From an optimization exercise on the open Yosys and OpenROAD flow, aimed at small area, a short achievable clock period and few clock cycles per item; shortcuts taken in it are not production practice.
Where RTL was checked, it was by simulation tests only, not by an equivalence proof against the original.
No functional check of the RTL was part of runs 5 to 7.

--- config.mk ---
export PLATFORM = sky130hd
export DESIGN_NAME = lcm
export DESIGN_NICKNAME = lcm
export VERILOG_FILES = /design/flow/design.v
export SDC_FILE = /design/flow/constraint.sdc
export NUM_CORES = 4
export LEC_CHECK = 0
export ABC_AREA = 1
export CAP_MARGIN = 20
export CORE_MARGIN = 2
export CORE_UTILIZATION = 40
export CTS_BUF_LIST = sky130_fd_sc_hd__clkbuf_4 sky130_fd_sc_hd__clkbuf_8
export PLACE_DENSITY = 0.8
export SLEW_MARGIN = 20
--- constraint.sdc ---
create_clock -name core_clock -period 100.0 [get_ports {clk}]
set_input_delay 20.0000 -clock core_clock [delete_from_list [all_inputs] [get_ports {clk}]]
set_output_delay 20.0000 -clock core_clock [all_outputs]
set_load 0.01 [all_outputs]
--- design.v ---
`timescale 1ns/1ns
module lcm#(
parameter DATA_W = 16)
(
input [DATA_W-1:0] A,
input [DATA_W-1:0] B,
input 			vld_in,
input			rst_n,
input 			clk,
output	wire	[DATA_W*2-1:0] 	lcm_out,
output	wire 	[DATA_W-1:0]	mcd_out,
output	reg					vld_out
);
localparam W = DATA_W;
localparam P = 2*DATA_W;
reg [W-1:0] u, v;
reg [P-1:0] pu, pv;
reg         busy;
wire [W-1:0] uv = u | v;
wire [W-1:0] below;    
pfor #(W) pf (.x({uv[W-2:0], 1'b0}), .y(below));
wire [W-1:0] m = uv & ~below;
wire [W-1:0] u0 = u, v0 = v;
wire [P-1:0] pu0 = pu, pv0 = pv;
wire t1 = |(u0 & (m << 0));
wire t2 = |(u0 & (m << 1));
wire t3 = |(u0 & (m << 2));
wire t4 = |(u0 & (m << 3));
wire t5 = |(u0 & (m << 4));
wire t6 = |(v0 & (m << 0));
wire t7 = |(v0 & (m << 1));
wire t8 = |(v0 & (m << 2));
wire t9 = |(v0 & (m << 3));
wire t10 = |(v0 & (m << 4));
wire [W-1:0] u1, v1;
wire [P-1:0] pu1, pv1;
wire t11 = ~t1;
wire t12 = ~t6 & ~t11;
assign u1 = t11 ? (u0 >> 1) : u0;
assign pu1 = t11 ? (pu0 << 1) : pu0;
assign v1 = t12 ? (v0 >> 1) : v0;
assign pv1 = t12 ? (pv0 << 1) : pv0;
wire t13 = t11 ? t2 : t1;
wire t14 = t11 ? t3 : t2;
wire t15 = t11 ? t4 : t3;
wire t16 = t11 ? t5 : t4;
wire t17 = t12 ? t7 : t6;
wire t18 = t12 ? t8 : t7;
wire t19 = t12 ? t9 : t8;
wire t20 = t12 ? t10 : t9;
wire [W-1:0] u2, v2;
wire [P-1:0] pu2, pv2;
wire [W-1:0] d2, ad2; wire bo2, lt2, eq2;
fcmp #(W) cmp2 (.a(u1), .b(v1), .lt(lt2), .eq(eq2));
rsub #(W) sub2 (.a(lt2 ? v1 : u1), .b(lt2 ? u1 : v1), .d(ad2), .lt(bo2));
assign u2 = ad2;
radd #(P) add2 (.a(pu1), .b(pv1), .s(pv2));
assign v2 = lt2 ? u1 : v1;
assign pu2 = lt2 ? pv1 : pu1;
wire t21 = t13 ^ t17 ^ 1'b0;
wire t22 = (~t13 & t17) | (~(t13 ^ t17) & 1'b0);
wire t23 = t14 ^ t18 ^ t22;
wire t24 = (~t14 & t18) | (~(t14 ^ t18) & t22);
wire t25 = t15 ^ t19 ^ t24;
wire t26 = (~t15 & t19) | (~(t15 ^ t19) & t24);
wire t27 = t16 ^ t20 ^ t26;
wire t28 = (~t16 & t20) | (~(t16 ^ t20) & t26);
wire t29 = t21 ^ (lt2 & 1'b0);
wire t30 = 1'b0 | t21;
wire t31 = t23 ^ (lt2 & t30);
wire t32 = t30 | t23;
wire t33 = t25 ^ (lt2 & t32);
wire t34 = t32 | t25;
wire t35 = t27 ^ (lt2 & t34);
wire t36 = t34 | t27;
wire t37 = lt2 ? t13 : t17;
wire t38 = lt2 ? t14 : t18;
wire t39 = lt2 ? t15 : t19;
wire t40 = lt2 ? t16 : t20;
wire t41 = 1'b0 | eq2;
wire [W-1:0] u3, v3;
wire [P-1:0] pu3, pv3;
wire t42 = ~t29;
assign u3 = t42 ? (u2 >> 1) : u2;
assign pu3 = t42 ? (pu2 << 1) : pu2;
assign v3 = v2;
assign pv3 = pv2;
wire t43 = t42 ? t31 : t29;
wire t44 = t42 ? t33 : t31;
wire t45 = t42 ? t35 : t33;
wire [W-1:0] u4, v4;
wire [P-1:0] pu4, pv4;
wire t46 = ~t43;
assign u4 = t46 ? (u3 >> 1) : u3;
assign pu4 = t46 ? (pu3 << 1) : pu3;
assign v4 = v3;
assign pv4 = pv3;
wire t47 = t46 ? t44 : t43;
wire t48 = t46 ? t45 : t44;
wire [W-1:0] u5, v5;
wire [P-1:0] pu5, pv5;
wire [W-1:0] d5, ad5; wire bo5, lt5, eq5;
rsub #(W) sub5 (.a(u4), .b(v4), .d(d5), .lt(bo5));
assign lt5 = bo5;
assign eq5 = ~|d5;
cneg #(W) neg5 (.x(d5), .n(lt5), .y(ad5));
wire t49 = lt5 & ~t41;
assign u5 = ad5 & {W{~t41}};
radd #(P) add5 (.a(pv4), .b(pu4 & {P{~t41}}), .s(pv5));
assign v5 = t49 ? u4 : v4;
assign pu5 = t49 ? pv4 : pu4;
wire t50 = t47 ^ t37 ^ 1'b0;
wire t51 = (~t47 & t37) | (~(t47 ^ t37) & 1'b0);
wire t52 = t48 ^ t38 ^ t51;
wire t53 = (~t48 & t38) | (~(t48 ^ t38) & t51);
wire t54 = t41 | eq5;
wire [W-1:0] u6, v6;
wire [P-1:0] pu6, pv6;
wire t55 = |(u5 & (m << 0));
wire t56 = ~t55;
assign u6 = t56 ? (u5 >> 1) : u5;
assign pu6 = t56 ? (pu5 << 1) : pu5;
assign v6 = v5;
assign pv6 = pv5;
wire [W-1:0] u7, v7;
wire [P-1:0] pu7, pv7;
wire t57 = |(u6 & (m << 0));
wire t58 = ~t57;
assign u7 = t58 ? (u6 >> 1) : u6;
assign pu7 = t58 ? (pu6 << 1) : pu6;
assign v7 = v6;
assign pv7 = pv6;
wire done = t54;    
always @(posedge clk) begin
	if (!busy) begin
		u  <= A;
		v  <= B;
		pu <= {P{1'b0}};
		pv <= {{W{1'b0}}, A};
	end
	else begin
		u  <= u7;
		v  <= v7;
		pu <= pu7;
		pv <= pv7;
	end
end
always @(posedge clk or negedge rst_n)
	if (!rst_n) begin
		busy    <= 1'b0;
		vld_out <= 1'b0;
	end
	else begin
		busy    <= vld_in | (busy & ~done);
		vld_out <= busy & ~vld_in & done;
	end
assign mcd_out = v;
assign lcm_out = pv;
endmodule
module radd #(parameter N = 32) (input [N-1:0] a, input [N-1:0] b, output [N-1:0] s);
wire [N:0] c;
assign c[0] = 1'b0;
genvar i;
generate for (i = 0; i < N; i = i + 1) begin : g
	assign s[i] = a[i] ^ b[i] ^ c[i];
	assign c[i+1] = (a[i] & b[i]) | (c[i] & (a[i] ^ b[i]));
end endgenerate
endmodule
module rsub #(parameter N = 16) (input [N-1:0] a, input [N-1:0] b, output [N-1:0] d, output lt);
wire [N:0] c;
assign c[0] = 1'b1;
genvar i;
generate for (i = 0; i < N; i = i + 1) begin : g
	assign d[i] = a[i] ^ ~b[i] ^ c[i];
	assign c[i+1] = (a[i] & ~b[i]) | (c[i] & (a[i] ^ ~b[i]));
end endgenerate
assign lt = ~c[N];
endmodule
module cneg #(parameter N = 16) (input [N-1:0] x, input n, output [N-1:0] y);
wire [N:0] seen;
assign seen[0] = 1'b0;
genvar i;
generate for (i = 0; i < N; i = i + 1) begin : g
	assign y[i] = x[i] ^ (n & seen[i]);
	assign seen[i+1] = seen[i] | x[i];
end endgenerate
endmodule
module pfor #(parameter N = 16) (input [N-1:0] x, output [N-1:0] y);
generate
if (N == 1) begin : leaf
	assign y = x;
end
else begin : node
	wire [N/2-1:0] yl, yh;
	pfor #(N/2) lo (.x(x[N/2-1:0]), .y(yl));
	pfor #(N/2) hi (.x(x[N-1:N/2]), .y(yh));
	assign y = {yh | {(N/2){yl[N/2-1]}}, yl};
end
endgenerate
endmodule
module fcmp #(parameter N = 16) (input [N-1:0] a, input [N-1:0] b, output lt, output eq);
generate
if (N == 1) begin : leaf
	assign lt = ~a[0] & b[0];
	assign eq = ~(a[0] ^ b[0]);
end
else begin : node
	wire lth, eqh, ltl, eql;
	fcmp #(N/2) hi (.a(a[N-1:N/2]), .b(b[N-1:N/2]), .lt(lth), .eq(eqh));
	fcmp #(N/2) lo (.a(a[N/2-1:0]), .b(b[N/2-1:0]), .lt(ltl), .eq(eql));
	assign lt = lth | (eqh & ltl);
	assign eq = eqh & eql;
end
endgenerate
endmodule
--- flow/run.sh ---
#!/bin/bash
# Own layout flow: the standard flow (standard.sh) with two changes:
#  1. synthesis maps the logic with ABC's area mapper (amap, script
#     flow/abc_area_map.script) instead of ORFS's abc_area.script; every other
#     synthesis step, the registers and their names are the standard flow's own
#     (synth_recipe.tcl is used unchanged, with the abc command wrapped);
#  2. the port buffers are plain buf_1 cells (buffer_ports would pick
#     clkdlybuf4s50_1, which is bigger and slower).
# Each tool's output goes to a log in this folder (and ORFS's own logs under
# orfs/logs).
set -euo pipefail
here=$(pwd)
scr="$here/flow/abc_area_map.script"
{
  cat <<EOT
proc abc {args} {
  set i [lsearch -exact \$args -script]
  if {\$i >= 0} { lset args [expr {\$i + 1}] {$scr} }
  yosys abc {*}\$args
}
EOT
  cat synth_recipe.tcl
} > my_synth.tcl
sed "s#SYNTH_SCRIPT=[^ ]*#SYNTH_SCRIPT=$here/my_synth.tcl#" standard.sh > my_standard.sh
grep -q "SYNTH_SCRIPT=$here/my_synth.tcl" my_standard.sh
export BUFFER_PORTS_ARGS="-buffer_cell sky130_fd_sc_hd__buf_1"
bash my_standard.sh > flow.log 2>&1
--- flow/abc_area_map.script ---
strash
dch
amap
topo
stime -c
buffer -c
upsize -c
dnsize -c
--- standard.sh ---
#!/bin/bash
# synth_recipe.tcl (not shown) runs the flow's synth.tcl, then flattens the netlist and writes it again
# the make line also repeats each setting of config.mk as NAME=value (left out here)
make -C /OpenROAD-flow-scripts/flow DESIGN_CONFIG=/design/flow/config.mk WORK_HOME=/design/flow/orfs CLKGATE_MAP_FILE= SYNTH_SCRIPT=/design/flow/synth_recipe.tcl "${@:-finish}"
==> flow_summary.yaml, run 1 <==
timing:
  worstMarginPinSlew_ns: 0.947
  rsz0062_at_grt: "no"
  finalCriticalPeriod_ns: 21.15
  timing.fmax_ghz: 0.0473
  slew_headroom_pct: 36.8
  hold_viol_final: 0
  post-route-period-util_pct: 21.2
  tns_ns: 0
  finalMaxSlewViolations: 0
  setup_viol: 0
  worst_clock_skew_ns: 0.0121
synth:
  seq_area_frac_synth_pct: 20.8
  syn-num-nets: 1333
  synth-async-reset-ratio_pct: 2.04
  synth_area_per_cell_um2: 7.98
  syn_area_mm2: 0.00949
  synthCells: 1189
  synth_top_flop_cell: "dfxtp_1"
  ys_ff_latch: 98
  ys_warn_count: 1
  ys_types: 53
  synth_edf_count: 0
floorplanning:
  ios: 84
  fp.dieH_um: 158
  die-area_mm2: 0.0250
  die_w_um: 158
  rows: 56
  start_util_pct: 40.5
  coreArea_mm2: 0.0234
final_layout:
  multi_input_area_mm2: 0.00672
  fillers: 2365
  finalNetCount: 1346
  n_antenna_cell: 0
  fin_util_pct: 43.3
  final_common_cell: "o22ai_1"
  final_cell_mix: "213 x o22ai_1, 135 x o22a_1, 108 x inv_1, 105 x nand2_1, 96 x dfxtp_1"
  area_delta_synth_final_pct: 6.83
  drive_above_1_share_pct: 3.98
  regArea_mm2: 0.00197
clocking:
  clkSlewWorstSetupHoldPaths_ns: 0.10
  cts_setup_buffers: 0
  htreeDepth: 3
  cts.repair.resized: 0
  cts_tree: "done"
  cts.sinks: 98
  cts_made_buffers: 9
  clk_latency_ns: 0.40
  cts_buffer_depth: 2
  root_buffer: "clkbuf_8"
  postCtsHoldBufs: 0
worst_setup_path:
  slowest_stage: "dfxtp_1"
  cp-start-kind: "register"
  required_ns: 80.00
  crit_chain: "buf_1"
  end_kind: "output pin"
  arrival_ns: 1.15
  crit_buf_inv: 1
  critPathKind: "register to output pin"
  critical_path.max_stage_delay_ns: 0.56
  critical_path.top_delay_family: "flip-flops"
  cp_max_fo: 3
grt:
  grt_pass1_vias: 9890
  grt_use_total_pct: 25.4
  grt_max_degree: 79
  globalRouteOverflowTotal: 0
  grt_antenna_before_repair: 0
  grt_pass1_wl_um: 50300
place:
  numPortBuffers: 83
  globalplace.congestion: 0.941
  post-dp-hpwl_um: 22600
min_path:
  worstHoldPathType: "register to register"
detailed_routing:
  wirelength_um: 31400
  detail-route-antenna-nets: 0
  first_pass_iters: 8
  drc: 0
  wl_per_cell_um: 20.6
  via_count: 10100
  vias_per_cell: 6.62
  first_iter_violations: 1238
status:
  status: "complete, no violations"
job:
  cap_violations: 0
==> layout make-up <==
class	count	area share (%)
Multi-Input combinational cell	881	66.3
Sequential cell	98	19.5
Timing Repair Buffer	100	4.33
Inverter	112	4.16
Tap cell	319	3.94
Clock buffer	12	1.51
Clock inverter	4	0.333
==> stage by stage <==
step	cell area (um^2)	hold WS (ns)	setup WS, ns	instances
after floorplan	9490	0.647	79.58	1189
after global placement	9950	0.804	79.32	1510
after detailed placement	9950	0.816	79.32	1510
after CTS	10100	0.824	78.89	1526
after global routing	10100	0.883	78.20	1526
final	10100	0.830	78.85	1526
==> routing by layer <==
metal / global-route usage [%] / wire length, um / up-vias
li1: - / - / 4521
met1: 31.8 / 12000 / 4776
met2: 40.6 / 14200 / 646
met4: 13.6 / 1680 / 0
met5: 0 / 0 / -
met3: 6.13 / 3590 / 154
==> sequential cells by signal, indices dropped and copies added (netlist names) <==
name / count
busy: 1
pu: 32
v: 16
vld_out: 1
u: 16
pv: 32
==> synth_stat cells, drive strengths merged (11+ instances only) <==
master	number	area, um^2
a22oi	14	105
o21ai	82	410
o21bai	19	143
o22ai	214	1350
o22a	135	1180
buf	31	158
inv	111	417
dfxtp	96	1920
a21oi	22	114
clkbuf	67	251
fa	75	1500
o221ai	26	228
ha	34	425
nor3	11	55.1
nand2	106	400
nor2	82	315
==> path summary, 6_finish.rpt <==
path	startpoint	endpoint	slack, ns	cells after the start
setup / recovery	v[15]	mcd_out[15]	78.85	1
hold / removal	busy	pv[14]	0.83	2
setup reg to reg	u[0]	u[4]	79.33	74
hold reg to reg	busy	pv[14]	0.83	2
max in group asynchronous	rst_n	vld_out	80.50	1
min in group asynchronous	rst_n	busy	19.37	1
==> logic make-up (layout without fill, tap and decap cells) <==
family | after synthesis | after routing | synth area share (%)
compound gates | 532 | 532 | 38.9
simple gates | 238 | 238 | 11.1
buf+inv | 210 | 228 | 8.74
fa+ha+maj | 109 | 109 | 20.3
flops | 98 | 98 | 20.8
xor+xnor | 2 | 2 | 0.185
Testbench counts, summed over its fixed seeds: cycles 10,955, items 1,600.
==> inputs of run 2 (changes only) <==
--- a/config.mk
+++ b/config.mk
@@ -12,3 +12,2 @@
 export CTS_BUF_LIST = sky130_fd_sc_hd__clkbuf_4 sky130_fd_sc_hd__clkbuf_8
-export PLACE_DENSITY = 0.8
 export SLEW_MARGIN = 20
==> flow_summary.yaml, run 2 <==
worst_setup_path:
  crit_chain: "buf_1"
  arrival_ns: 1.09
  critical_path.max_stage_delay_ns: 0.50
  r2r-end: "u[11]"
  cp-startpoint: "v[10]"
  crit_buf_inv: 1
  r2r_start: "v[0]"
  cp-start-kind: "register"
  endpoint: "mcd_out[10]"
  critical_path.top_delay_family: "flip-flops"
  required_ns: 80.00
  end_kind: "output pin"
  cp_max_fo: 4
  cp.depth: 1
  r2r_cells: 70
  critPathKind: "register to output pin"
  slowest_stage: "dfxtp_1"
  r2r_setup_slack_ns: 79.82
clocking:
  cts.repair.resized: 0
  clk_latency_ns: 0.40
  cts_setup_buffers: 0
  clkSlewWorstSetupHoldPaths_ns: 0.11
  cts.sinks: 98
  htreeDepth: 3
  cts_buffer_depth: 2
  cts_tree: "done"
  postCtsHoldBufs: 0
  root_buffer: "clkbuf_8"
  cts_made_buffers: 9
synth:
  synth_edf_count: 0
  ys_top_cells_by_area: "dfxtp_1 20%, fa_1 16%, o22ai_1 14%, o22a_1 12%, ha_1 4.5%"
  synthCells: 1189
  synth_compound_area_share_pct: 38.9
  ys_types: 53
  synth-simple-area-share_pct: 11.1
  synth_top_flop_cell: "dfxtp_1"
  post-synth-top-count-cell: "o22ai_1"
  muxShareOfSynthArea_pct: 0
  synth_xor_area_share_pct: 0.185
  syn-num-nets: 1333
  synth_top_area_share_pct: 20.3
  syn_area_mm2: 0.00949
  yosys-top-cells-count: "213 x o22ai_1, 135 x o22a_1, 109 x inv_1"
  synth-async-reset-ratio_pct: 2.04
  ys_ff_latch: 98
  synth_top_family_by_area: "compound AO/OA/AOI/OAI gates"
  ys_warn_count: 1
  synth_fa_ha_area_share_pct: 20.3
  yosysTopAreaCell: "dfxtp_1"
  seq_area_frac_synth_pct: 20.8
  synth_area_per_cell_um2: 7.98
detailed_routing:
  wl_per_cell_um: 20.8
  detail-route-antenna-nets: 0
  drc: 0
  first_iter_violations: 843
  first_pass_iters: 5
  vias_per_cell: 6.43
  wirelength_um: 31800
  via_count: 9831
final_layout:
  finalNetCount: 1348
  final_cell_mix: "213 x o22ai_1, 135 x o22a_1, 108 x inv_1, 105 x nand2_1, 96 x dfxtp_1"
  final_common_cell: "o22ai_1"
  n_antenna_cell: 0
  fillers: 2459
  drive_above_1_share_pct: 4.14
  fin_util_pct: 43.4
  stdcell_area_mm2: 0.0101
  top_regs: "pu (32), pv (32)"
  area_delta_synth_final_pct: 6.96
place:
  numPortBuffers: 83
  post-dp-hpwl_um: 23600
  globalplace.congestion: 0.966
  place_area_mm2: 0.00996
floorplanning:
  rows: 56
  die-area_mm2: 0.0250
  ios: 84
  fp.dieH_um: 158
  start_util_pct: 40.5
  coreArea_mm2: 0.0234
  die_w_um: 158
min_path:
  worstHoldPathType: "register to register"
timing:
  finalCriticalPeriod_ns: 21.09
  rsz0062_at_grt: "no"
  hold_viol_final: 0
  tns_ns: 0
  worst_clock_skew_ns: 0.0107
  worstMarginPinSlew_ns: 0.948
  slew_headroom_pct: 36.7
  timing.fmax_ghz: 0.0474
  setup_viol: 0
  whs_ns: 0.770
  finalMaxSlewViolations: 0
  post-route-period-util_pct: 21.1
grt:
  grt_use_total_pct: 25.7
  grt_max_degree: 79
  grt_antenna_before_repair: 0
  globalRouteOverflowTotal: 0
  grt_pass1_vias: 9200
  grt_pass1_wl_um: 50300
job:
  cap_violations: 0
status:
  status: "complete, no violations"
-- run 2: cell count changes in the layout (fill, tap and decap cells not counted) --
cell,change
buf_4,+2
clkbuf_4,-2
clkbuf_8,-1
clkinv_2,-1
clkinv_4,+1
clkinvlp_4,+1
inv_2,+1
inv_8,+1
-- run 2: per-layer routing --
metal	vias up	share of wire (%)	global-route usage, %
li1	4540	-	-
met1	4741	44	35.6
met2	479	45	40.6
met3	71	7.8	3.67
met4	0	3.4	9.70
met5	-	0	0
-- run 2: area by class of cell --
class | count | area (um^2) | area share (%)
multi-input combinational | 881 | 6720 | 66.2
clock inverter | 7 | 61.3 | 0.604
inverter | 112 | 420 | 4.14
timing repair buffer | 102 | 454 | 4.48
clock buffer | 9 | 124 | 1.22
sequential | 98 | 1970 | 19.4
tap | 319 | 399 | 3.93
-- run 2: stage by stage --
step	std cells	setup WS (ns)
floorplan	1189	79.58
global placement	1512	79.33
detailed placement	1512	79.34
CTS	1528	78.89
global route	1528	78.61
finish	1528	78.91
-- run 2: how the worst min path moves through the flow --
stage | endpoint | from | cells past startpoint
after floorplan | pv[15] | busy | 3
after global placement | u[15] | busy | 1
after detailed placement | u[15] | busy | 1
after CTS | u[15] | busy | 1
after global routing | u[15] | busy | 1
final | u[15] | busy | 1
-- run 2: logic make-up (layout without fill, tap and decap cells) --
group,after synthesis,after routing
flip-flops,98,98
AND/OR/NAND/NOR,238,238
buffers and inverters,210,230
adder cells (fa/ha/maj),109,109
XOR/XNOR,2,2
AO/OA/AOI/OAI,532,532
==> inputs of run 3 (changes only) <==
--- a/config.mk
+++ b/config.mk
@@ -8,3 +8,3 @@
 export ABC_AREA = 1
-export CAP_MARGIN = 20
+export CAP_MARGIN = 0
 export CORE_MARGIN = 2
@@ -12,2 +12,2 @@
 export CTS_BUF_LIST = sky130_fd_sc_hd__clkbuf_4 sky130_fd_sc_hd__clkbuf_8
-export SLEW_MARGIN = 20
+export SLEW_MARGIN = 0
==> flow_summary.yaml, run 3 <==
worst_setup_path:
  critical_path.max_stage_delay_ns: 0.50
  arrival_ns: 1.09
  r2r_cells: 70
  end_kind: "output pin"
  critical_path.top_delay_family: "flip-flops"
  critPathKind: "register to output pin"
  slowest_stage: "dfxtp_1"
  cp.depth: 1
  required_ns: 80.00
  crit_chain: "buf_1"
  cp-start-kind: "register"
  cp_max_fo: 4
  crit_buf_inv: 1
synth:
  synth-async-reset-ratio_pct: 2.04
  synthCells: 1189
  ys_warn_count: 1
  syn_area_mm2: 0.00949
  synth_top_flop_cell: "dfxtp_1"
  yosysTopAreaCell: "dfxtp_1"
  synth_top_area_share_pct: 20.3
  synth_area_per_cell_um2: 7.98
  synth_edf_count: 0
  yosys-top-cells-count: "213 x o22ai_1, 135 x o22a_1, 109 x inv_1"
  seq_area_frac_synth_pct: 20.8
  muxShareOfSynthArea_pct: 0
  post-synth-top-count-cell: "o22ai_1"
  syn-num-nets: 1333
  synth-simple-area-share_pct: 11.1
  synth_fa_ha_area_share_pct: 20.3
  synth_compound_area_share_pct: 38.9
  ys_ff_latch: 98
  synth_top_family_by_area: "compound AO/OA/AOI/OAI gates"
  ys_types: 53
  synth_xor_area_share_pct: 0.185
  ys_top_cells_by_area: "dfxtp_1 20%, fa_1 16%, o22ai_1 14%, o22a_1 12%, ha_1 4.5%"
job:
  cap_violations: 0
grt:
  grt_max_degree: 79
  grt_pass1_vias: 9200
  grt_use_total_pct: 25.7
  grt_antenna_before_repair: 0
  globalRouteOverflowTotal: 0
  grt_pass1_wl_um: 50300
timing:
  tns_ns: 0
  rsz0062_at_grt: "no"
  finalCriticalPeriod_ns: 21.09
  worst_clock_skew_ns: 0.0107
  timing.fmax_ghz: 0.0474
  worstMarginPinSlew_ns: 0.948
  fin_ws_ns: 78.91
  finalMaxSlewViolations: 0
  hold_viol_final: 0
  post-route-period-util_pct: 21.1
  slew_headroom_pct: 36.7
  setup_viol: 0
clocking:
  cts.repair.resized: 0
  root_buffer: "clkbuf_8"
  clk_latency_ns: 0.40
  cts_setup_buffers: 0
  cts.sinks: 98
  cts_tree: "done"
  postCtsHoldBufs: 0
  cts_buffer_depth: 2
  htreeDepth: 3
  cts_made_buffers: 9
  clkSlewWorstSetupHoldPaths_ns: 0.11
place:
  globalplace.congestion: 0.966
  dp.cells: 1512
  post-dp-hpwl_um: 23600
  numPortBuffers: 83
  pre_cts_slack_ns: 79.34
final_layout:
  area_delta_synth_final_pct: 6.96
  finalNetCount: 1348
  final_cell_mix: "213 x o22ai_1, 135 x o22a_1, 108 x inv_1, 105 x nand2_1, 96 x dfxtp_1"
  final_common_cell: "o22ai_1"
  drive_above_1_share_pct: 4.14
  top_regs: "pu (32), pv (32)"
  fin_cells: 1528
  n_antenna_cell: 0
floorplanning:
  die-area_mm2: 0.0250
  rows: 56
  fp.dieH_um: 158
  coreArea_mm2: 0.0234
  ios: 84
  start_util_pct: 40.5
  die_w_um: 158
detailed_routing:
  detail-route-antenna-nets: 0
  wirelength_um: 31800
  via_count: 9831
  vias_per_cell: 6.43
  first_iter_violations: 843
  first_pass_iters: 5
  wl_per_cell_um: 20.8
  drc: 0
min_path:
  min_path_cells: 1
  worstHoldPathType: "register to register"
status:
  status: "complete, no violations"
==> run 3: path summary, 6_finish.rpt <==
check,startpoint,slack (ns),end
min in group asynchronous,rst_n,19.36,vld_out
hold reg to reg,busy,0.77,u[15]
max in group asynchronous,rst_n,80.51,busy
setup / recovery,v[10],78.91,mcd_out[10]
hold / removal,busy,0.77,u[15]
setup reg to reg,v[0],79.82,u[11]
==> run 3: per-stage QoR <==
step                      instance area, um^2  hold slack (ns)  utilization (%)
final                                   10100            0.770             43.4
after global routing                    10100            0.829             43.4
after CTS                               10100            0.783             43.4
after detailed placement                 9960            0.756             42.6
after global placement                   9960            0.758             42.6
after floorplan                          9490            0.647                -
==> run 3: final cells by class <==
cell class              count  area (um^2)
fillers                  2459        13300
inverters                 112          420
multi-input cells         881         6720
flip-flops and latches     98         1970
clock buffers               9          124
well taps                 319          399
repair buffers            102          454
clock inverters             7         61.3
==> run 3: logic make-up (layout without fill, tap and decap cells) <==
kind of cell               count (synthesis)  in the layout
AOI/OAI and AO/OA                        532            532
xor gates and xnor gates                   2              2
adders and majority gates                109            109
buffers and inverters                    210            230
DFF                                       98             98
and+or+nand+nor                          238            238
==> run 3: metal layers <==
layer  wire length (um)  global-route usage (%)  share of wire [%]
met4               1090                    9.70                3.4
met2              14400                    40.6                 45
met5                  0                       0                  0
met3               2490                    3.67                7.8
met1              13900                    35.6                 44
==> inputs of run 4 (changes only) <==
--- a/config.mk
+++ b/config.mk
@@ -8,6 +8,7 @@
 export ABC_AREA = 1
-export CAP_MARGIN = 0
+export CAP_MARGIN = 20
 export CORE_MARGIN = 2
-export CORE_UTILIZATION = 40
+export CORE_UTILIZATION = 55
 export CTS_BUF_LIST = sky130_fd_sc_hd__clkbuf_4 sky130_fd_sc_hd__clkbuf_8
-export SLEW_MARGIN = 0
+export PLACE_DENSITY = 0.75
+export SLEW_MARGIN = 20
==> flow_summary.yaml, run 4 <==
timing:
  rsz0062_at_grt: "no"
  post-route-period-util_pct: 21.0
  tns_ns: 0
  whs_ns: 0.789
  timing.fmax_ghz: 0.0476
  slew_headroom_pct: 42.2
  worst_clock_skew_ns: 0.0111
  hold_viol_final: 0
  setup_viol: 0
  finalMaxSlewViolations: 0
  finalCriticalPeriod_ns: 21.03
  worstMarginPinSlew_ns: 0.867
final_layout:
  fillers: 1631
  area_delta_synth_final_pct: 5.88
  final_common_cell: "o22ai_1"
  fin_cells: 1435
  top_regs: "pu (32), pv (32)"
  finalNetCount: 1349
  fin_util_pct: 58.9
  n_antenna_cell: 0
  final_cell_mix: "213 x o22ai_1, 135 x o22a_1, 108 x inv_1, 105 x nand2_1, 96 x dfxtp_1"
  drive_above_1_share_pct: 4.21
  regArea_mm2: 0.00197
  multi_input_area_mm2: 0.00672
clocking:
  htreeDepth: 3
  cts.repair.resized: 0
  root_buffer: "clkbuf_8"
  cts_buffer_depth: 2
  cts.sinks: 98
  clk_latency_ns: 0.40
  cts_tree: "done"
  cts_setup_buffers: 0
  clkSlewWorstSetupHoldPaths_ns: 0.11
  cts_made_buffers: 9
  postCtsHoldBufs: 0
worst_setup_path:
  cp-start-kind: "register"
  required_ns: 80.00
  cp_max_fo: 4
  crit_chain: "buf_1"
  end_kind: "output pin"
  slowest_stage: "dfxtp_1"
  critPathKind: "register to output pin"
  arrival_ns: 1.03
  crit_buf_inv: 1
  critical_path.max_stage_delay_ns: 0.45
  critical_path.top_delay_family: "flip-flops"
synth:
  yosysTopAreaCell: "dfxtp_1"
  post-synth-top-count-cell: "o22ai_1"
  syn_area_mm2: 0.00949
  ys_types: 53
  synth-async-reset-ratio_pct: 2.04
  synth_top_area_share_pct: 20.3
  synth_edf_count: 0
  ys_top_cells_by_area: "dfxtp_1 20%, fa_1 16%, o22ai_1 14%, o22a_1 12%, ha_1 4.5%"
  seq_area_frac_synth_pct: 20.8
  syn-num-nets: 1333
  ys_ff_latch: 98
  synth_area_per_cell_um2: 7.98
  synthCells: 1189
  yosys-top-cells-count: "213 x o22ai_1, 135 x o22a_1, 109 x inv_1"
  ys_warn_count: 1
  synth_top_flop_cell: "dfxtp_1"
grt:
  grt_max_degree: 79
  globalRouteOverflowTotal: 0
  grt_pass1_wl_um: 48500
  grt_antenna_before_repair: 0
  grt_pass1_vias: 9646
  grt_use_total_pct: 33.3
floorplanning:
  start_util_pct: 55.6
  die-area_mm2: 0.0183
  die_w_um: 135
  ios: 84
  fp.dieH_um: 135
  coreArea_mm2: 0.0171
  rows: 48
job:
  cap_violations: 0
detailed_routing:
  first_iter_violations: 928
  wirelength_um: 29800
  wl_per_cell_um: 20.8
  first_pass_iters: 6
  vias_per_cell: 6.90
  detail-route-antenna-nets: 0
  via_count: 9898
  drc: 0
place:
  numPortBuffers: 83
  globalplace.congestion: 0.950
  dp.cells: 1419
  post-dp-hpwl_um: 21400
min_path:
  worstHoldPathType: "register to register"
status:
  status: "complete, no violations"
-- run 4: cell counts after synthesis --
No cell type changed its count.
-- run 4: cell type report --
cell class              count  share of cell area, %
flip-flops and latches     98                   19.6
well taps                 225                   2.80
repair buffers            103                   4.60
multi-input cells         881                   66.9
clock inverters             4                  0.336
inverters                 112                   4.19
clock buffers              12                   1.58
-- run 4: per-layer routing --
metal	vias to the layer above	track usage, %	part of all wire (%)	wire, um
met4	0	19.5	5.1	1510
li1	4520	-	-	-
met3	109	4.64	8.6	2570
met2	547	53.3	46	13700
met1	4722	43.2	40	12000
met5	-	0	0	0
-- run 4: worst paths after layout --
kind	startpoint	end	slack, ns	depth (start not counted)
worst max-delay path	v[10]	mcd_out[10]	78.97	1
worst min-delay path	busy	pv[14]	0.79	2
worst max register to register	u[0]	u[4]	79.86	69
worst min register to register	busy	pv[14]	0.79	2
max in group asynchronous	rst_n	busy	80.52	1
min in group asynchronous	rst_n	busy	19.36	1
-- run 4: tightest hold or removal path, stage by stage, from the launching register on --
cell     delay [ns]
dfrtp_1        0.54
nand2_1        0.11
nand2_1        0.08
-- run 4: metrics by stage --
stage | cell area (um^2) | setup slack, ns
floorplan | 9490 | 79.58
global placement | 9850 | 79.44
detailed placement | 9850 | 79.41
CTS | 10000 | 78.96
global route | 10000 | 78.82
finish | 10000 | 78.97
-- run 4: kinds of logic after synthesis --
group	share of synthesized area [%]
flip-flops	20.8
AO/OA/AOI/OAI	38.9
XOR/XNOR	0.185
adder cells (fa/ha/maj)	20.3
buffers and inverters	8.74
AND/OR/NAND/NOR	11.1
==> inputs of run 5 (changes only) <==
--- a/design.v
+++ b/design.v
@@ -52,5 +52,7 @@
 wire [P-1:0] pu2, pv2;
-wire [W-1:0] d2, ad2; wire bo2, lt2, eq2;
+wire [W-1:0] d2; wire bo2, lt2, eq2;
+rsub #(W) sub2 (.a(u1), .b(v1), .d(d2), .lt(bo2));
 fcmp #(W) cmp2 (.a(u1), .b(v1), .lt(lt2), .eq(eq2));
-rsub #(W) sub2 (.a(lt2 ? v1 : u1), .b(lt2 ? u1 : v1), .d(ad2), .lt(bo2));
+wire [W-1:0] ad2;
+cneg #(W) neg2 (.x(d2), .n(lt2), .y(ad2));
 assign u2 = ad2;
@@ -101,3 +103,3 @@
 wire [P-1:0] pu5, pv5;
-wire [W-1:0] d5, ad5; wire bo5, lt5, eq5;
+wire [W-1:0] d5; wire bo5, lt5, eq5;
 rsub #(W) sub5 (.a(u4), .b(v4), .d(d5), .lt(bo5));
@@ -105,2 +107,3 @@
 assign eq5 = ~|d5;
+wire [W-1:0] ad5;
 cneg #(W) neg5 (.x(d5), .n(lt5), .y(ad5));
@@ -124,13 +127,5 @@
 assign pv6 = pv5;
-wire [W-1:0] u7, v7;
-wire [P-1:0] pu7, pv7;
-wire t57 = |(u6 & (m << 0));
-wire t58 = ~t57;
-assign u7 = t58 ? (u6 >> 1) : u6;
-assign pu7 = t58 ? (pu6 << 1) : pu6;
-assign v7 = v6;
-assign pv7 = pv6;
 wire done = t54;    
 always @(posedge clk) begin
-	if (!busy) begin
+	if (vld_in) begin
 		u  <= A;
@@ -141,6 +136,6 @@
 	else begin
-		u  <= u7;
-		v  <= v7;
-		pu <= pu7;
-		pv <= pv7;
+		u  <= u6;
+		v  <= v6;
+		pu <= pu6;
+		pv <= pv6;
 	end
--- a/flow/run.sh
+++ b/flow/run.sh
@@ -1,3 +1,3 @@
 #!/bin/bash
-# Own layout flow: the standard flow (standard.sh) with two changes:
+# Own layout flow: the standard flow (standard.sh) with three changes:
 #  1. synthesis maps the logic with ABC's area mapper (amap, script
@@ -7,3 +7,6 @@
 #  2. the port buffers are plain buf_1 cells (buffer_ports would pick
-#     clkdlybuf4s50_1, which is bigger and slower).
+#     clkdlybuf4s50_1, which is bigger and slower);
+#  3. before the resizer's repair_design (ORFS's PRE_RESIZE_TCL hook) a
+#     fanout limit is set (flow/fanout.tcl), so high-fanout nets get buffer
+#     trees.
 # Each tool's output goes to a log in this folder (and ORFS's own logs under
@@ -25,2 +28,3 @@
 grep -q "SYNTH_SCRIPT=$here/my_synth.tcl" my_standard.sh
+export PRE_RESIZE_TCL="$here/flow/fanout.tcl"
 export BUFFER_PORTS_ARGS="-buffer_cell sky130_fd_sc_hd__buf_1"
==> flow/fanout.tcl (new file) <==
# Limit fanout while the resizer buffers nets, so that high-fanout nets
# (the load select from vld_in in particular) get a buffer tree, and keep
# the resizer off the slow delay buffers.
set_dont_use [get_lib_cells */sky130_fd_sc_hd__clkdlybuf*]
set_dont_use [get_lib_cells */sky130_fd_sc_hd__dlygate*]
set_dont_use [get_lib_cells */sky130_fd_sc_hd__dlymetal*]
set_max_fanout 12 [current_design]
--- a/config.mk
+++ b/config.mk
@@ -10,5 +10,3 @@
 export CORE_MARGIN = 2
-export CORE_UTILIZATION = 55
-export CTS_BUF_LIST = sky130_fd_sc_hd__clkbuf_4 sky130_fd_sc_hd__clkbuf_8
-export PLACE_DENSITY = 0.75
+export CORE_UTILIZATION = 40
 export SLEW_MARGIN = 20
==> flow_summary.yaml, run 5 <==
status:
  status: "complete, no violations"
clocking:
  cts_buffer_depth: 2
  cts.sinks: 98
  root_buffer: "clkbuf_16"
  cts.repair.resized: 0
  htreeDepth: 3
  clkSlewWorstSetupHoldPaths_ns: 0.07
  postCtsHoldBufs: 0
  cts_made_buffers: 9
  clk_latency_ns: 0.36
  cts_tree: "done"
  cts_setup_buffers: 0
min_path:
  worstHoldPathType: "register to register"
synth:
  ys_ff_latch: 98
  synth-async-reset-ratio_pct: 2.04
  ys_top_cells_by_area: "dfxtp_1 21%, fa_1 19%, o22ai_1 13%, o22a_1 8.6%, nor2_1 4.8%"
  ys_warn_count: 1
  synth_top_area_share_pct: 20.9
  yosysTopAreaCell: "dfxtp_1"
  yosys-top-cells-count: "194 x o22ai_1, 119 x nor2_1, 106 x nand2_1"
  seq_area_frac_synth_pct: 21.4
  synth_top_flop_cell: "dfxtp_1"
  post-synth-top-count-cell: "o22ai_1"
  synth_edf_count: 0
  synth_area_per_cell_um2: 7.88
  syn_area_mm2: 0.00921
  ys_types: 46
  synthCells: 1169
  syn-num-nets: 1314
timing:
  slew_headroom_pct: 37.7
  rsz0062_at_grt: "no"
  finalMaxSlewViolations: 0
  worstMarginPinSlew_ns: 0.934
  finalCriticalPeriod_ns: 23.25
  whs_ns: 0.532
  tns_ns: 0
  timing.fmax_ghz: 0.0430
  hold_viol_final: 0
  setup_viol: 0
  post-route-period-util_pct: 23.2
  worst_clock_skew_ns: 0.0150
place:
  dp.cells: 1552
  numPortBuffers: 83
  post-dp-hpwl_um: 26900
  place_area_mm2: 0.0100
  globalplace.congestion: 0.911
grt:
  grt_antenna_before_repair: 0
  grt_use_met2_pct: 42.3
  met3_usage_pct: 3.00
  grt_pass1_wl_um: 52200
  grt_max_degree: 18
  globalRouteOverflowTotal: 0
  grt_use_total_pct: 27.8
  top_usage_layer: "met2"
  grt_pass1_vias: 9362
  grt_use_met1_pct: 40.0
worst_setup_path:
  critical_path.top_delay_family: "buffers and inverters"
  required_ns: 100.21
  path_common_cell: "buf_1"
  cp-start-kind: "input pin"
  critical_path.max_stage_delay_ns: 0.55
  arrival_ns: 23.45
  end_kind: "register"
  cp_max_fo: 12
  crit_chain: "clkbuf_2 > buf_4 > buf_1 > buf_1 > buf_1 > or2_2 > buf_1 > buf_1 > buf_1 > o22ai_1"
  crit_buf_inv: 8
  critPathKind: "input pin to register"
  slowest_stage: "buf_1"
detailed_routing:
  first_iter_violations: 1120
  first_pass_iters: 6
  vias_per_cell: 6.28
  wl_per_cell_um: 21.2
  drc: 0
  via_count: 9853
  wirelength_um: 33200
  detail-route-antenna-nets: 0
floorplanning:
  ios: 84
  rows: 55
  fp.dieH_um: 156
  coreArea_mm2: 0.0226
  start_util_pct: 40.7
  die_w_um: 156
  die-area_mm2: 0.0243
final_layout:
  area_delta_synth_final_pct: 12.3
  fin_cells: 1568
  stdcell_area_mm2: 0.0103
  top_regs: "pu (32), pv (32)"
  drive_above_1_share_pct: 4.13
  final_common_cell: "o22ai_1"
  final_cell_mix: "194 x o22ai_1, 164 x buf_1, 118 x nor2_1, 106 x nand2_1, 99 x inv_1"
  finalNetCount: 1423
  n_antenna_cell: 0
job:
  cap_violations: 0
==> run 5: cell count changes after synthesis, sizes merged, moves of 6 or more <==
cell,before,now
a21oi,22,61
o22ai,214,195
a22oi,14,2
ha,34,21
buf,31,25
o221ai,26,19
nor2,82,120
o22a,135,90
inv,111,103
a22o,1,16
o21bai,19,0
fa,75,89
clkbuf,67,61
==> run 5: cell type report <==
class	count	area (um^2)
clock buffer	11	253
fill	2316	12300
tap	285	357
clock inverter	5	65.1
sequential	98	1970
multi-input combinational	882	6550
inverter	103	387
timing repair buffer	184	763
==> run 5: cells by family (layout without fill, tap and decap cells) <==
| group | after synthesis | after routing | synth area share, % |
|---|---|---|---|
| compound gates | 481 | 481 | 34.6 |
| simple gates | 290 | 290 | 13.7 |
| buf+inv | 189 | 303 | 8.04 |
| flops | 98 | 98 | 21.4 |
| xor+xnor | 1 | 1 | 0.0951 |
| fa+ha+maj | 110 | 110 | 22.2 |
==> run 5: per-layer routing <==
layer	wire, um	vias to the layer above	share of wire, %
li1	-	4539	-
met1	14300	4643	43
met2	14300	585	43
met3	3320	86	10
met4	1290	0	3.9
met5	0	-	0
==> run 5: worst paths after layout <==
| kind | from | to | slack, ns | cells past startpoint |
|---|---|---|---|---|
| max in group asynchronous | rst_n | busy | 80.45 | 1 |
| max | vld_in | pu[11] | 76.75 | 10 |
| min in group asynchronous | rst_n | vld_out | 19.42 | 1 |
| min reg2reg | busy | vld_out | 0.53 | 1 |
| max reg2reg | u[0] | pv[31] | 79.03 | 67 |
| min | busy | vld_out | 0.53 | 1 |
==> run 5: worst reg2reg max path: cells and delay by family (launching register included) <==
kind | cells | cell delay [ns]
fa+ha+maj | 31 | 11.32
simple gates | 12 | 3.17
buf+inv | 17 | 4.61
flops | 1 | 0.36
compound gates | 7 | 1.39
==> run 5: stage by stage <==
stage | util (%) | setup slack [ns]
finish | 45.7 | 76.75
global route | 45.7 | 76.46
CTS | 45.7 | 76.80
detailed placement | 44.3 | 76.44
global placement | 42.9 | 77.89
floorplan | - | 78.78
==> inputs of run 6 (changes only) <==
--- a/design.v
+++ b/design.v
@@ -52,7 +52,5 @@
 wire [P-1:0] pu2, pv2;
-wire [W-1:0] d2; wire bo2, lt2, eq2;
-rsub #(W) sub2 (.a(u1), .b(v1), .d(d2), .lt(bo2));
+wire [W-1:0] d2, ad2; wire bo2, lt2, eq2;
 fcmp #(W) cmp2 (.a(u1), .b(v1), .lt(lt2), .eq(eq2));
-wire [W-1:0] ad2;
-cneg #(W) neg2 (.x(d2), .n(lt2), .y(ad2));
+rsub #(W) sub2 (.a(lt2 ? v1 : u1), .b(lt2 ? u1 : v1), .d(ad2), .lt(bo2));
 assign u2 = ad2;
@@ -103,29 +101,42 @@
 wire [P-1:0] pu5, pv5;
-wire [W-1:0] d5; wire bo5, lt5, eq5;
-rsub #(W) sub5 (.a(u4), .b(v4), .d(d5), .lt(bo5));
-assign lt5 = bo5;
-assign eq5 = ~|d5;
-wire [W-1:0] ad5;
-cneg #(W) neg5 (.x(d5), .n(lt5), .y(ad5));
-wire t49 = lt5 & ~t41;
-assign u5 = ad5 & {W{~t41}};
-radd #(P) add5 (.a(pv4), .b(pu4 & {P{~t41}}), .s(pv5));
-assign v5 = t49 ? u4 : v4;
-assign pu5 = t49 ? pv4 : pu4;
-wire t50 = t47 ^ t37 ^ 1'b0;
-wire t51 = (~t47 & t37) | (~(t47 ^ t37) & 1'b0);
-wire t52 = t48 ^ t38 ^ t51;
-wire t53 = (~t48 & t38) | (~(t48 ^ t38) & t51);
-wire t54 = t41 | eq5;
+wire t49 = ~t47;
+assign u5 = t49 ? (u4 >> 1) : u4;
+assign pu5 = t49 ? (pu4 << 1) : pu4;
+assign v5 = v4;
+assign pv5 = pv4;
+wire t50 = t49 ? t48 : t47;
 wire [W-1:0] u6, v6;
 wire [P-1:0] pu6, pv6;
-wire t55 = |(u5 & (m << 0));
+wire [W-1:0] d6, ad6; wire bo6, lt6, eq6;
+rsub #(W) sub6 (.a(u5), .b(v5), .d(d6), .lt(bo6));
+assign lt6 = bo6;
+assign eq6 = ~|d6;
+cneg #(W) neg6 (.x(d6), .n(lt6), .y(ad6));
+wire t51 = lt6 & ~t41;
+assign u6 = ad6 & {W{~t41}};
+radd #(P) add6 (.a(pv5), .b(pu5 & {P{~t41}}), .s(pv6));
+assign v6 = t51 ? u5 : v5;
+assign pu6 = t51 ? pv5 : pu5;
+wire t52 = t50 ^ t37 ^ 1'b0;
+wire t53 = (~t50 & t37) | (~(t50 ^ t37) & 1'b0);
+wire t54 = t41 | eq6;
+wire [W-1:0] u7, v7;
+wire [P-1:0] pu7, pv7;
+wire t55 = |(u6 & (m << 0));
 wire t56 = ~t55;
-assign u6 = t56 ? (u5 >> 1) : u5;
-assign pu6 = t56 ? (pu5 << 1) : pu5;
-assign v6 = v5;
-assign pv6 = pv5;
+assign u7 = t56 ? (u6 >> 1) : u6;
+assign pu7 = t56 ? (pu6 << 1) : pu6;
+assign v7 = v6;
+assign pv7 = pv6;
+wire [W-1:0] u8, v8;
+wire [P-1:0] pu8, pv8;
+wire t57 = |(u7 & (m << 0));
+wire t58 = ~t57;
+assign u8 = t58 ? (u7 >> 1) : u7;
+assign pu8 = t58 ? (pu7 << 1) : pu7;
+assign v8 = v7;
+assign pv8 = pv7;
 wire done = t54;    
 always @(posedge clk) begin
-	if (vld_in) begin
+	if (!busy) begin
 		u  <= A;
@@ -136,6 +147,6 @@
 	else begin
-		u  <= u6;
-		v  <= v6;
-		pu <= pu6;
-		pv <= pv6;
+		u  <= u8;
+		v  <= v8;
+		pu <= pu8;
+		pv <= pv8;
 	end
--- a/flow/run.sh
+++ b/flow/run.sh
@@ -1,3 +1,3 @@
 #!/bin/bash
-# Own layout flow: the standard flow (standard.sh) with three changes:
+# Own layout flow: the standard flow (standard.sh) with two changes:
 #  1. synthesis maps the logic with ABC's area mapper (amap, script
@@ -7,6 +7,3 @@
 #  2. the port buffers are plain buf_1 cells (buffer_ports would pick
-#     clkdlybuf4s50_1, which is bigger and slower);
-#  3. before the resizer's repair_design (ORFS's PRE_RESIZE_TCL hook) a
-#     fanout limit is set (flow/fanout.tcl), so high-fanout nets get buffer
-#     trees.
+#     clkdlybuf4s50_1, which is bigger and slower).
 # Each tool's output goes to a log in this folder (and ORFS's own logs under
@@ -28,3 +25,2 @@
 grep -q "SYNTH_SCRIPT=$here/my_synth.tcl" my_standard.sh
-export PRE_RESIZE_TCL="$here/flow/fanout.tcl"
 export BUFFER_PORTS_ARGS="-buffer_cell sky130_fd_sc_hd__buf_1"
--- a/config.mk
+++ b/config.mk
@@ -11,2 +11,3 @@
 export CORE_UTILIZATION = 40
+export CTS_BUF_LIST = sky130_fd_sc_hd__clkbuf_4 sky130_fd_sc_hd__clkbuf_8
 export SLEW_MARGIN = 20
removed: flow/fanout.tcl
==> flow_summary.yaml, run 6 <==
status:
  status: "complete, no violations"
clocking:
  cts_setup_buffers: 0
  clk_latency_ns: 0.41
  cts.sinks: 98
  cts_buffer_depth: 2
  cts_made_buffers: 9
  htreeDepth: 3
  postCtsHoldBufs: 0
  clkSlewWorstSetupHoldPaths_ns: 0.13
  cts_tree: "done"
  root_buffer: "clkbuf_8"
  cts.repair.resized: 0
synth:
  synth_area_per_cell_um2: 7.86
  ys_types: 60
  synth_fa_ha_area_share_pct: 19.5
  post-synth-top-count-cell: "o22ai_1"
  syn_area_mm2: 0.00997
  muxShareOfSynthArea_pct: 0
  seq_area_frac_synth_pct: 19.8
  synth_top_family_by_area: "compound AO/OA/AOI/OAI gates"
  yosysTopAreaCell: "dfxtp_1"
  synthCells: 1268
  ys_ff_latch: 98
  synth_compound_area_share_pct: 38.7
  synth_edf_count: 0
  synth_top_flop_cell: "dfxtp_1"
  ys_warn_count: 1
  synth-async-reset-ratio_pct: 2.04
  synth_top_area_share_pct: 19.3
  syn-num-nets: 1413
  synth-simple-area-share_pct: 12.5
  yosys-top-cells-count: "239 x o22ai_1, 126 x inv_1, 119 x nor2_1"
  synth_xor_area_share_pct: 0.251
  ys_top_cells_by_area: "dfxtp_1 19%, fa_1 15%, o22ai_1 15%, o22a_1 5.7%, inv_1 4.7%"
final_layout:
  fillers: 2545
  area_delta_synth_final_pct: 6.69
  final_common_cell: "o22ai_1"
  final_cell_mix: "239 x o22ai_1, 125 x inv_1, 117 x nor2_1, 96 x dfxtp_1, 83 x buf_1"
  fin_util_pct: 43.6
  regArea_mm2: 0.00197
  top_regs: "pu (32), pv (32)"
  multi_input_area_mm2: 0.00712
  n_antenna_cell: 0
  stdcell_area_mm2: 0.0106
  drive_above_1_share_pct: 6.38
  finalNetCount: 1425
place:
  place_area_mm2: 0.0104
  numPortBuffers: 83
  globalplace.congestion: 0.964
  post-dp-hpwl_um: 27400
grt:
  grt_max_degree: 52
  met3_usage_pct: 4.65
  globalRouteOverflowTotal: 0
  top_usage_layer: "met2"
  grt_pass1_wl_um: 59200
  grt_use_met2_pct: 46.4
  grt_use_total_pct: 28.7
  grt_antenna_before_repair: 0
  grt_pass1_vias: 10500
  grt_use_met1_pct: 37.9
floorplanning:
  die_w_um: 162
  fp.dieH_um: 162
  ios: 84
  coreArea_mm2: 0.0244
  rows: 57
  die-area_mm2: 0.0262
  start_util_pct: 40.9
timing:
  worst_clock_skew_ns: 0.0246
  slew_headroom_pct: 18.7
  whs_ns: 0.885
  post-route-period-util_pct: 21.5
  hold_viol_final: 0
  rsz0062_at_grt: "no"
  finalCriticalPeriod_ns: 21.52
  worstMarginPinSlew_ns: 1.21
  finalMaxSlewViolations: 0
  tns_ns: 0
  timing.fmax_ghz: 0.0465
  setup_viol: 0
worst_setup_path:
  critPathKind: "register to register"
  path_common_cell: "fa_1"
  end_kind: "register"
  cp-start-kind: "register"
  arrival_ns: 21.77
  r2r_cells: 75
  required_ns: 100.26
  cp_max_fo: 49
  slowest_stage: "inv_2"
  critical_path.max_stage_delay_ns: 0.70
detailed_routing:
  wl_per_cell_um: 23.6
  via_count: 10800
  first_pass_iters: 6
  drc: 0
  first_iter_violations: 1316
  detail-route-antenna-nets: 0
  wirelength_um: 38000
  vias_per_cell: 6.71
min_path:
  worstHoldPathType: "register to register"
  min_path_cells: 2
job:
  cap_violations: 0
[run 6: changes by cell type in the layout (fill, tap and decap cells not counted), moves of 14 or more]
cell	change
inv_1	+26
a22oi_1	+20
o21ai_1	-15
o221ai_1	+28
nand2_1	-35
o22a_1	-25
o22ai_1	+45
buf_1	-81
a21oi_1	-24
o21bai_1	+19
or2_2	+21
a22o_1	+14
[run 6: per-layer routing]
metal  wire, um  share of wire (%)  vias to the layer above
met2      17600                 46                      639
met4       1750                4.6                        0
met3       3130                8.2                      125
met5          0                  0                        -
met1      15500                 41                     5202
li1           -                  -                     4834
[run 6: path summary, 6_finish.rpt]
path	slack, ns	from	endpoint
worst min register to register	0.88	busy	pv[14]
worst min-delay path	0.88	busy	pv[14]
worst max-delay path	78.48	u[0]	pu[21]
worst max register to register	78.48	u[0]	pu[21]
max in group asynchronous	80.52	rst_n	busy
min in group asynchronous	19.36	rst_n	vld_out
[run 6: cells by family (layout without fill, tap and decap cells)]
| logic type | count (synthesis) | in the layout |
|---|---|---|
| buffers and inverters | 232 | 249 |
| xor gates and xnor gates | 2 | 2 |
| DFF | 98 | 98 |
| and+or+nand+nor | 272 | 272 |
| AOI/OAI and AO/OA | 554 | 554 |
| adders and majority gates | 110 | 110 |
[run 6: per-stage QoR]
| stage | setup slack (ns) | std cells |
|---|---|---|
| 3_3_place_gp | 79.15 | 1593 |
| 2_1_floorplan | 79.61 | 1268 |
| 6_report | 78.48 | 1609 |
| 5_1_grt | 77.17 | 1609 |
| 4_1_cts | 78.83 | 1609 |
| 3_5_place_dp | 78.90 | 1593 |
[run 6: critical path: cells and delay by family, from the launching register on]
family                   cells  cell delay (ns)
adder cells (fa/ha/maj)     19             6.85
AND/OR/NAND/NOR             18             5.21
buffers and inverters       15             4.03
AO/OA/AOI/OAI               23             4.78
flip-flops                   1             0.34
[run 6: area by class of cell]
class                      instances  area share [%]
inverter                         131            4.62
multi-input combinational        938            67.0
clock buffer                      12            1.44
tap                              324            3.81
sequential                        98            18.5
timing repair buffer             102            4.27
clock inverter                     4           0.341
==> inputs of run 7 (changes only) <==
--- a/design.v
+++ b/design.v
@@ -121,7 +121,7 @@
 wire t53 = (~t50 & t37) | (~(t50 ^ t37) & 1'b0);
-wire t54 = t41 | eq6;
+wire t54 = t52 & ~t41;
+wire t55 = t41 | eq6;
 wire [W-1:0] u7, v7;
 wire [P-1:0] pu7, pv7;
-wire t55 = |(u6 & (m << 0));
-wire t56 = ~t55;
+wire t56 = ~t54;
 assign u7 = t56 ? (u6 >> 1) : u6;
@@ -138,3 +138,3 @@
 assign pv8 = pv7;
-wire done = t54;    
+wire done = t55;    
 always @(posedge clk) begin
==> flow_summary.yaml, run 7 <==
detailed_routing:
  first_pass_iters: 6
  first_iter_violations: 1348
  vias_per_cell: 6.48
  drc: 0
  detail-route-antenna-nets: 0
  wl_per_cell_um: 20.8
  wirelength_um: 35800
  via_count: 11100
timing:
  rsz0062_at_grt: "no"
  tns_ns: 0
  finalMaxSlewViolations: 0
  setup_viol: 0
  timing.fmax_ghz: 0.0475
  hold_viol_final: 0
  finalCriticalPeriod_ns: 21.05
  slew_headroom_pct: 37.8
  fin_ws_ns: 78.95
  worst_clock_skew_ns: 0.0130
  worstMarginPinSlew_ns: 0.933
  post-route-period-util_pct: 21.1
floorplanning:
  coreArea_mm2: 0.0251
  die-area_mm2: 0.0268
  start_util_pct: 40.7
  fp.dieH_um: 164
  die_w_um: 164
  rows: 58
  ios: 84
clocking:
  cts_tree: "done"
  clk_latency_ns: 0.41
  htreeDepth: 3
  clkSlewWorstSetupHoldPaths_ns: 0.11
  postCtsHoldBufs: 0
  cts.sinks: 98
  cts_made_buffers: 9
  root_buffer: "clkbuf_8"
  cts_buffer_depth: 2
  cts_setup_buffers: 0
  cts.repair.resized: 0
final_layout:
  n_antenna_cell: 0
  area_delta_synth_final_pct: 6.72
  drive_above_1_share_pct: 4.54
  final_cell_mix: "271 x o22ai_1, 161 x nor2_1, 124 x nand2_1, 123 x inv_1, 96 x dfxtp_1"
  top_regs: "pu (32), pv (32)"
  finalNetCount: 1528
  final_common_cell: "o22ai_1"
grt:
  grt_use_total_pct: 26.6
  grt_pass1_vias: 10600
  grt_pass1_wl_um: 56600
  grt_max_degree: 69
  grt_antenna_before_repair: 0
  globalRouteOverflowTotal: 0
synth:
  synthCells: 1375
  yosysTopAreaCell: "dfxtp_1"
  yosys-top-cells-count: "271 x o22ai_1, 162 x nor2_1, 124 x inv_1, 124 x nand2_1, 96 x dfxtp_1"
  synth_edf_count: 0
  synth-async-reset-ratio_pct: 2.04
  ys_types: 64
  syn-num-nets: 1521
  post-synth-top-count-cell: "o22ai_1"
  syn_area_mm2: 0.0102
  ys_ff_latch: 98
  synth_top_area_share_pct: 18.8
  seq_area_frac_synth_pct: 19.3
  synth_top_flop_cell: "dfxtp_1"
  ys_warn_count: 1
  ys_top_cells_by_area: "dfxtp_1 19%, o22ai_1 17%, fa_1 15%, nor2_1 6.0%, inv_1 4.6%"
  synth_area_per_cell_um2: 7.43
worst_setup_path:
  cp_max_fo: 3
  critical_path.top_delay_family: "flip-flops"
  cp-start-kind: "register"
  end_kind: "output pin"
  crit_chain: "buf_1"
  critical_path.max_stage_delay_ns: 0.46
  critPathKind: "register to output pin"
  slowest_stage: "dfxtp_1"
  arrival_ns: 1.05
  crit_buf_inv: 1
  r2r_setup_slack_ns: 80.61
  required_ns: 80.00
place:
  post-dp-hpwl_um: 25200
  numPortBuffers: 83
  globalplace.congestion: 0.942
  pre_cts_slack_ns: 79.39
min_path:
  worstHoldPathType: "register to register"
job:
  cap_violations: 0
status:
  status: "complete, no violations"
run 7: cell types whose count changed after synthesis, moves of 13 or more:
| cell | delta |
|---|---|
| o221ai_1 | -25 |
| o21ai_0 | +28 |
| a22oi_1 | +39 |
| o22ai_1 | +32 |
| a22o_1 | -23 |
| clkbuf_1 | +13 |
| or2_2 | -22 |
| nor2_1 | +43 |
| o22a_1 | -41 |
| nand2_1 | +53 |
run 7: area by class of cell:
class	count	area (um^2)
repair buffers	105	477
well taps	330	413
multi-input cells	1033	7300
fillers	2692	14200
clock inverters	7	114
flip-flops and latches	98	1970
clock buffers	9	124
inverters	135	512
run 7: per-stage QoR:
step | utilization, % | hold WS [ns] | instances | area, um^2
final | 43.4 | 0.800 | 1717 | 10900
after global routing | 43.4 | 0.838 | 1717 | 10900
after CTS | 43.4 | 0.809 | 1717 | 10900
after detailed placement | 42.5 | 0.788 | 1701 | 10700
after global placement | 42.5 | 0.789 | 1701 | 10700
after floorplan | - | 0.692 | 1375 | 10200
run 7: metal layers:
layer | part of all wire [%] | track usage [%] | wire, um
met5 | 0 | 0 | 0
met4 | 2.5 | 8.69 | 895
met3 | 9.8 | 4.70 | 3510
met2 | 44 | 41.0 | 15600
met1 | 44 | 37.6 | 15700
run 7: path summary, 6_finish.rpt:
path / cells after the start / to / start
worst max-delay path: 1 / lcm_out[14] / pv[14]
worst min-delay path: 3 / pv[2] / busy
worst max register to register: 63 / pv[31] / u[0]
worst min register to register: 3 / pv[2] / busy
max in group asynchronous: 1 / vld_out / rst_n
min in group asynchronous: 1 / busy / rst_n
run 7: kinds of logic (layout without fill, tap and decap cells):
kind of cell	after synthesis	after routing	share of synthesized area, %
and+or+nand+nor	355	355	14.9
xor gates and xnor gates	2	2	0.171
DFF	98	98	19.3
buffers and inverters	244	256	9.51
AOI/OAI and AO/OA	565	565	36.9
adders and majority gates	111	111	19.2
==> inputs of run 8 (changes only) <==
--- a/design.v
+++ b/design.v
@@ -121,7 +121,7 @@
 wire t53 = (~t50 & t37) | (~(t50 ^ t37) & 1'b0);
-wire t54 = t52 & ~t41;
-wire t55 = t41 | eq6;
+wire t54 = t41 | eq6;
 wire [W-1:0] u7, v7;
 wire [P-1:0] pu7, pv7;
-wire t56 = ~t54;
+wire t55 = |(u6 & (m << 0));
+wire t56 = ~t55;
 assign u7 = t56 ? (u6 >> 1) : u6;
@@ -130,11 +130,3 @@
 assign pv7 = pv6;
-wire [W-1:0] u8, v8;
-wire [P-1:0] pu8, pv8;
-wire t57 = |(u7 & (m << 0));
-wire t58 = ~t57;
-assign u8 = t58 ? (u7 >> 1) : u7;
-assign pu8 = t58 ? (pu7 << 1) : pu7;
-assign v8 = v7;
-assign pv8 = pv7;
-wire done = t55;    
+wire done = t54;    
 always @(posedge clk) begin
@@ -147,6 +139,6 @@
 	else begin
-		u  <= u8;
-		v  <= v8;
-		pu <= pu8;
-		pv <= pv8;
+		u  <= u7;
+		v  <= v7;
+		pu <= pu7;
+		pv <= pv7;
 	end
==> flow_summary.yaml, run 8 <==
status:
  status: "complete, no violations"
detailed_routing:
  vias_per_cell: 6.28
  first_pass_iters: 8
  top_layer: "met4"
  wirelength_um: 31900
  detail-route-antenna-nets: 0
  wl_met1_um: 13200
  first_iter_violations: 816
  drc: 0
  via_count: 9853
  wl_per_cell_um: 20.3
  met2_length_um: 15400
  wl_met3_um: 2140
min_path:
  min_path_cells: 1
  hp-start: "busy"
  min_to: "vld_out"
  worstHoldPathType: "register to register"
floorplanning:
  ios: 84
  start_util_pct: 40.6
  die-area_mm2: 0.0250
  fp.dieH_um: 158
  rows: 56
  die_w_um: 158
  coreArea_mm2: 0.0234
timing:
  finalCriticalPeriod_ns: 21.02
  tns_ns: 0
  rsz0062_at_grt: "no"
  post-route-period-util_pct: 21.0
  slew_headroom_pct: 43.1
  finalMaxSlewViolations: 0
  timing.fmax_ghz: 0.0476
  setup_viol: 0
  hold_viol_final: 0
  worstMarginPinSlew_ns: 0.843
  worst_clock_skew_ns: 0.0136
grt:
  grt_max_degree: 78
  grt_use_total_pct: 26.0
  grt_antenna_before_repair: 0
  grt_pass1_wl_um: 50800
  grt_pass1_vias: 9890
  globalRouteOverflowTotal: 0
synth:
  synth-async-reset-ratio_pct: 2.04
  yosys-top-cells-count: "218 x o22ai_1, 124 x nand2_1, 116 x inv_1"
  ys_warn_count: 1
  seq_area_frac_synth_pct: 20.7
  post-synth-top-count-cell: "o22ai_1"
  yosysTopAreaCell: "dfxtp_1"
  ys_ff_latch: 98
  synth_area_per_cell_um2: 7.74
  synthCells: 1228
  syn-num-nets: 1373
  synth_top_area_share_pct: 20.2
  ys_top_cells_by_area: "dfxtp_1 20%, fa_1 16%, o22ai_1 14%, nand2_1 4.9%, inv_1 4.6%"
  ys_types: 63
  synth_top_flop_cell: "dfxtp_1"
  syn_area_mm2: 0.00951
  synth_edf_count: 0
worst_setup_path:
  cp-start-kind: "register"
  required_ns: 80.00
  critPathKind: "register to output pin"
  slowest_stage: "dfxtp_1"
  end_kind: "output pin"
  arrival_ns: 1.02
  r2r-end: "pv[31]"
  critical_path.max_stage_delay_ns: 0.45
  critical_path.top_delay_family: "flip-flops"
  r2r_start: "u[0]"
  r2r_cells: 59
  cp-startpoint: "pv[7]"
  r2r_setup_slack_ns: 81.05
  cp_max_fo: 3
  crit_chain: "buf_1"
  crit_buf_inv: 1
clocking:
  postCtsHoldBufs: 0
  htreeDepth: 3
  clk_latency_ns: 0.40
  cts.repair.resized: 0
  cts_tree: "done"
  cts_buffer_depth: 2
  cts.sinks: 98
  clkSlewWorstSetupHoldPaths_ns: 0.11
  root_buffer: "clkbuf_8"
  cts_setup_buffers: 0
  cts_made_buffers: 9
place:
  globalplace.congestion: 0.984
  place_area_mm2: 0.00997
  numPortBuffers: 83
  post-dp-hpwl_um: 22900
  dp.cells: 1555
final_layout:
  fin_cells: 1570
  multi_input_area_mm2: 0.00668
  drive_above_1_share_pct: 5.60
  finalNetCount: 1392
  area_delta_synth_final_pct: 7.00
  n_antenna_cell: 0
  regArea_mm2: 0.00197
  top_regs: "pu (32), pv (32)"
  final_cell_mix: "218 x o22ai_1, 124 x nand2_1, 115 x inv_1, 110 x nor2_1, 96 x dfxtp_1"
  fin_util_pct: 43.5
  final_common_cell: "o22ai_1"
  fillers: 2443
  stdcell_area_mm2: 0.0102
job:
  cap_violations: 0
[run 8: per-stage QoR]
step / worst slack [ns] / hold WS, ns
global route: 78.90 / 0.817
global placement: 79.42 / 0.802
detailed placement: 79.41 / 0.798
floorplan: 79.61 / 0.527
CTS: 78.95 / 0.813
finish: 78.98 / 0.793
[run 8: how the worst max path moves through the flow]
stage                  end  depth (start not counted)
6_report        lcm_out[7]                          1
5_1_grt         lcm_out[6]                          1
4_1_cts         lcm_out[6]                          1
3_5_place_dp    lcm_out[6]                          1
3_3_place_gp    lcm_out[7]                          1
2_1_floorplan  mcd_out[15]                          0
[run 8: cell families after synthesis]
logic type,count (synthesis),synth area share [%]
compound gates,496,35.5
xor+xnor,1,0.0921
fa+ha+maj,110,20.5
buf+inv,219,9.32
flops,98,20.7
simple gates,304,13.9
[run 8: final cells by class]
type,count,area share (%)
multi-input combinational,911,65.6
sequential,98,19.4
inverter,125,4.62
timing repair buffer,102,4.46
tap,319,3.92
clock buffer,10,1.35
clock inverter,5,0.603
[run 8: worst register-to-register path: cells and delay by family, from the launching register on]
kind            cells  cell delay [ns]
flops               1             0.36
buf+inv             8             1.93
fa+ha+maj          30            11.03
simple gates       10             2.82
compound gates     11             2.72
[run 8: routing by layer]
layer	global-route usage (%)	up-vias
li1	-	4618
met4	11.3	0
met2	44.9	393
met5	0	-
met1	32.4	4754
met3	3.72	88
Testbench counts of run 8, summed over its fixed seeds: cycles 10,853, items 1,600.

[port drivers added, routing unchanged]
No port has a modelled driver above. Below, the same layouts with a new extraction and two added sets of constraints.
Step 1, drivers: a clkbuf_16 drives clk and a buf_2 each remaining input, both assumed.
Step 2, shift: input delay + t, output delay - t, t = (earliest + latest rising clock arrival at the registers) / 2. This alone moves slack from input paths to output paths.
Three values: ideal ports, drivers, drivers and shift; two values: the first two.
run | t, ns | setup slack, ns | worst register clock-pin slew, ns | worst data-port slew with drivers (ns)
run 1 | 0.440 | 78.846 / 78.804 / 79.244 | 0.11 / 0.11 | 0.10
run 2 | 0.432 | 78.911 / 78.868 / 79.301 | 0.11 / 0.11 | 0.04
run 3 | 0.432 | 78.911 / 78.868 / 79.301 | 0.11 / 0.11 | 0.04
run 4 | 0.436 | 78.974 / 78.935 / 79.372 | 0.11 / 0.11 | 0.03
run 5 | 0.403 | 76.753 / 76.779 / 76.375 | 0.08 / 0.08 | 0.03
run 6 | 0.442 | 78.484 / 78.484 / 78.484 | 0.13 / 0.13 | 0.06
run 7 | 0.456 | 78.947 / 78.900 / 79.356 | 0.12 / 0.12 | 0.03
run 8 | 0.437 | 78.979 / 78.936 / 79.373 | 0.11 / 0.11 | 0.03
After both steps setup and hold are still met in every run listed. For run 5, which loses most, drivers alone change the setup slack by +0.026 ns; drivers and shift together by -0.378 ns.
